Background: an optimization exercise with open tools, aiming at small area and a short achievable clock period. Do not read the settings as production practice. Only simulation tests tie the RTL to the original design; equivalence was not proved.

Design risc_v_superscalar, start of the top module:
module risc_v_superscalar(
	input logic clk,
	input logic rst,
	output logic [27:0]  imem_line_addr,	 
	input  logic [127:0] imem_line,		 
	output logic [31:0]  cdb_data,
	output logic [5:0]   cdb_tag,
	output logic         cdb_valid,
	output logic         cdb_branch,
	output logic         cdb_branch_taken
);
==> flow/config.mk <==
export PLATFORM = sky130hd
export DESIGN_NAME = risc_v_superscalar
export DESIGN_NICKNAME = risc_v_superscalar
export VERILOG_FILES = /design/flow/design.v
export SDC_FILE = /design/flow/constraint.sdc
export NUM_CORES = 8
export LEC_CHECK = 0
export CAP_MARGIN = 30
export CORE_MARGIN = 2
export CORE_UTILIZATION = 40
export CTS_CLUSTER_DIAMETER = 100
export CTS_CLUSTER_SIZE = 20
export PLACE_DENSITY = 0.6
export SLEW_MARGIN = 30
==> flow/constraint.sdc <==
create_clock -name core_clock -period 95.0 [get_ports {clk}]
set_input_delay 19.0000 -clock core_clock [delete_from_list [all_inputs] [get_ports {clk}]]
set_output_delay 19.0000 -clock core_clock [all_outputs]
set_load 0.01 [all_outputs]
standard.sh (not shown) runs the stock make flow with config.mk's settings and CLKGATE_MAP_FILE= SYNTH_SCRIPT=/design/flow/synth_recipe.tcl, a recipe that flattens the netlist after the stock synthesis.
==> flow/flow/run.sh <==
#!/bin/bash
# Layout flow. Every step is the standard flow (standard.sh), with these changes:
#  1. Synthesis: the standard synthesis runs first (synth_standard.log). Then the same
#     synthesis runs again in orfs_area/ with one file changed in a copy of ORFS's scripts:
#     abc_speed.script is replaced by abc_map.script, which is the same ABC script without its
#     last steps (buffering and gate sizing towards ABC's delay target) and with area recovery
#     in its last mapping; the layout's timing repair sizes the gates that need it.
#     match_regs.py checks that both netlists have the same registers (the same Q nets, each in
#     the same cell type) and names them as the standard synthesis does; only then does this
#     netlist replace the standard one. Otherwise the standard netlist is kept.
#  2. Layout (standard.log): the port buffers are buf_4 cells (buffer_ports picks a clkdlybuf4s50
#     delay cell otherwise), and timing repair (after CTS and after global routing) works on every
#     path longer than 20 ns. The constraints stay the design's (95 ns clock, same I/O delays).
# Each tool's output goes to the logs named above and ORFS's own logs under orfs*/logs.
set -euo pipefail
W=$PWD
R=$W/orfs/results/$FLOW_PLATFORM/risc_v_superscalar/base
RA=$W/orfs_area/results/$FLOW_PLATFORM/risc_v_superscalar/base

bash standard.sh synth > synth_standard.log 2>&1
cp "$R/1_2_yosys.v" netlist_standard.v

rm -rf scripts_area
cp -r "$FLOW_HOME/scripts" scripts_area
cp flow/abc_map.script scripts_area/abc_speed.script
sed -e "s#WORK_HOME=[^ ]*#WORK_HOME=$W/orfs_area SCRIPTS_DIR=$W/scripts_area#" standard.sh > synth_area.sh
if bash synth_area.sh synth > synth_area.log 2>&1 &&
   python3 flow/match_regs.py netlist_standard.v "$RA/1_2_yosys.v" netlist_area.v > match_regs.log 2>&1; then
  cp netlist_area.v "$R/1_2_yosys.v"
  rm -f "$R/1_synth.odb" "$R/1_synth.sdc"
  echo "area netlist used" >> match_regs.log
else
  echo "standard netlist kept" >> match_regs.log
fi

bash standard.sh "BUFFER_PORTS_ARGS=-buffer_cell sky130_fd_sc_hd__buf_4" SETUP_SLACK_MARGIN=75 finish > standard.log 2>&1
Other scripts of this flow, unchanged in this note and not shown: flow/flow/abc_map.script, flow/flow/match_regs.py
The baseline ran to the end with no violations.
Next try:
--- a/flow/design.v
+++ b/flow/design.v
@@ -609,43 +609,50 @@
 localparam logic [3:0] A_SRLI = 4'd9;
 localparam logic [3:0] A_BEQ  = 4'd10;
 localparam logic [3:0] A_BNE  = 4'd11;
 localparam logic [3:0] A_BNO  = 4'd12;   
 logic rst_q;    
 always_ff @(posedge clk)
 	rst_q <= rst;
-logic [31:0] cq_data, cn_data;
-logic [5:0]  cq_tag, cn_tag;
-logic        cq_valid, cn_valid, cq_branch, cn_branch, cq_taken, cn_taken;
+logic [31:0] cp_data, cq_data, cn_data;
+logic [5:0]  cp_tag, cq_tag, cn_tag;
+logic        cp_valid, cq_valid, cn_valid, cp_branch, cq_branch, cn_branch, cp_taken, cq_taken, cn_taken;
 logic [31:0] pcq, pcq_n;    
 logic [31:0] pcx;           
 always_ff @(posedge clk or posedge rst) begin
 	if (rst) begin
-		cq_data   <= '0;
-		cq_tag    <= '0;
-		cq_valid  <= 1'b0;
-		cq_branch <= 1'b0;
-		cq_taken  <= 1'b0;
+		cp_data   <= '0;
+		cp_tag    <= '0;
+		cp_valid  <= 1'b0;
+		cp_branch <= 1'b0;
+		cp_taken  <= 1'b0;
 		pcx       <= 32'd0;
 	end else begin
-		cq_data   <= rst_q ? 32'd0 : cn_data;
-		cq_tag    <= rst_q ? 6'd0 : cn_tag;
-		cq_valid  <= ~rst_q & cn_valid;
-		cq_branch <= ~rst_q & cn_branch;
-		cq_taken  <= ~rst_q & cn_taken;
+		cp_data   <= rst_q ? 32'd0 : cn_data;
+		cp_tag    <= rst_q ? 6'd0 : cn_tag;
+		cp_valid  <= ~rst_q & cn_valid;
+		cp_branch <= ~rst_q & cn_branch;
+		cp_taken  <= ~rst_q & cn_taken;
 		pcx       <= rst_q ? 32'h000010 : (pcq_n ^ 32'h400000);
 	end
 end
+always_ff @(posedge clk) begin
+	cq_data   <= rst_q ? 32'd0 : cn_data;
+	cq_tag    <= rst_q ? 6'd0 : cn_tag;
+	cq_valid  <= ~rst_q & cn_valid;
+	cq_branch <= ~rst_q & cn_branch;
+	cq_taken  <= ~rst_q & cn_taken;
+end
 assign pcq              = pcx ^ 32'h400000;
 assign imem_line_addr   = pcq[31:4];
-assign cdb_data         = cq_data;
-assign cdb_tag          = cq_tag;
-assign cdb_valid        = cq_valid;
-assign cdb_branch       = cq_branch;
-assign cdb_branch_taken = cq_taken;
+assign cdb_data         = cp_data;
+assign cdb_tag          = cp_tag;
+assign cdb_valid        = cp_valid;
+assign cdb_branch       = cp_branch;
+assign cdb_branch_taken = cp_taken;
 logic [31:0] pco, pco_n;                  
 logic [2:0]  wpl, wpl_n;                  
 logic [4:0]  rp, rp_n;                    
 logic        jmp, jmp_n;                  
 logic        stall, stall_n;              
 logic [31:0] tgt, tgt_n;                  
 logic        lru, lru_n;
- This time the run finished with antenna violations left
- worst setup slack gets better by 0.19 ns
- routed wire length came out higher by 2.1%
- core utilization decreases by 0.25 points
- flip-flop and latch count is higher by 41

## re-timing with driven ports
How much do the figures lean on ideal ports? The routed layouts below were timed once more, with nothing changed but the port constraints.
Step 1: set_driving_cell puts a clkbuf_16 on clk and a buf_2 on each other input, an assumption about the parent block.
Step 2 times the ports against the registers' clock, not the clock port: input delays grow and output delays shrink by t, the midpoint of the rising clock arrivals with the driver on.
a / b / c = ideal / step 1 / step 2; a / b = the first two.
| run | t, ns | setup slack, ns | latest minus earliest clock arrival (ns) | slew at the worst register clock pin (ns) | cell pins on the clock port's net |
|---|---|---|---|---|---|
| the first run | 1.218 | 74.109 / 73.951 / 74.220 | 0.189 / 0.188 | 0.10 / 0.10 | 1 |
| the second run | 1.197 | 74.299 / 74.160 / 74.785 | 0.103 / 0.104 | 0.10 / 0.10 | 1 |
Setup slack includes reset recovery checks.
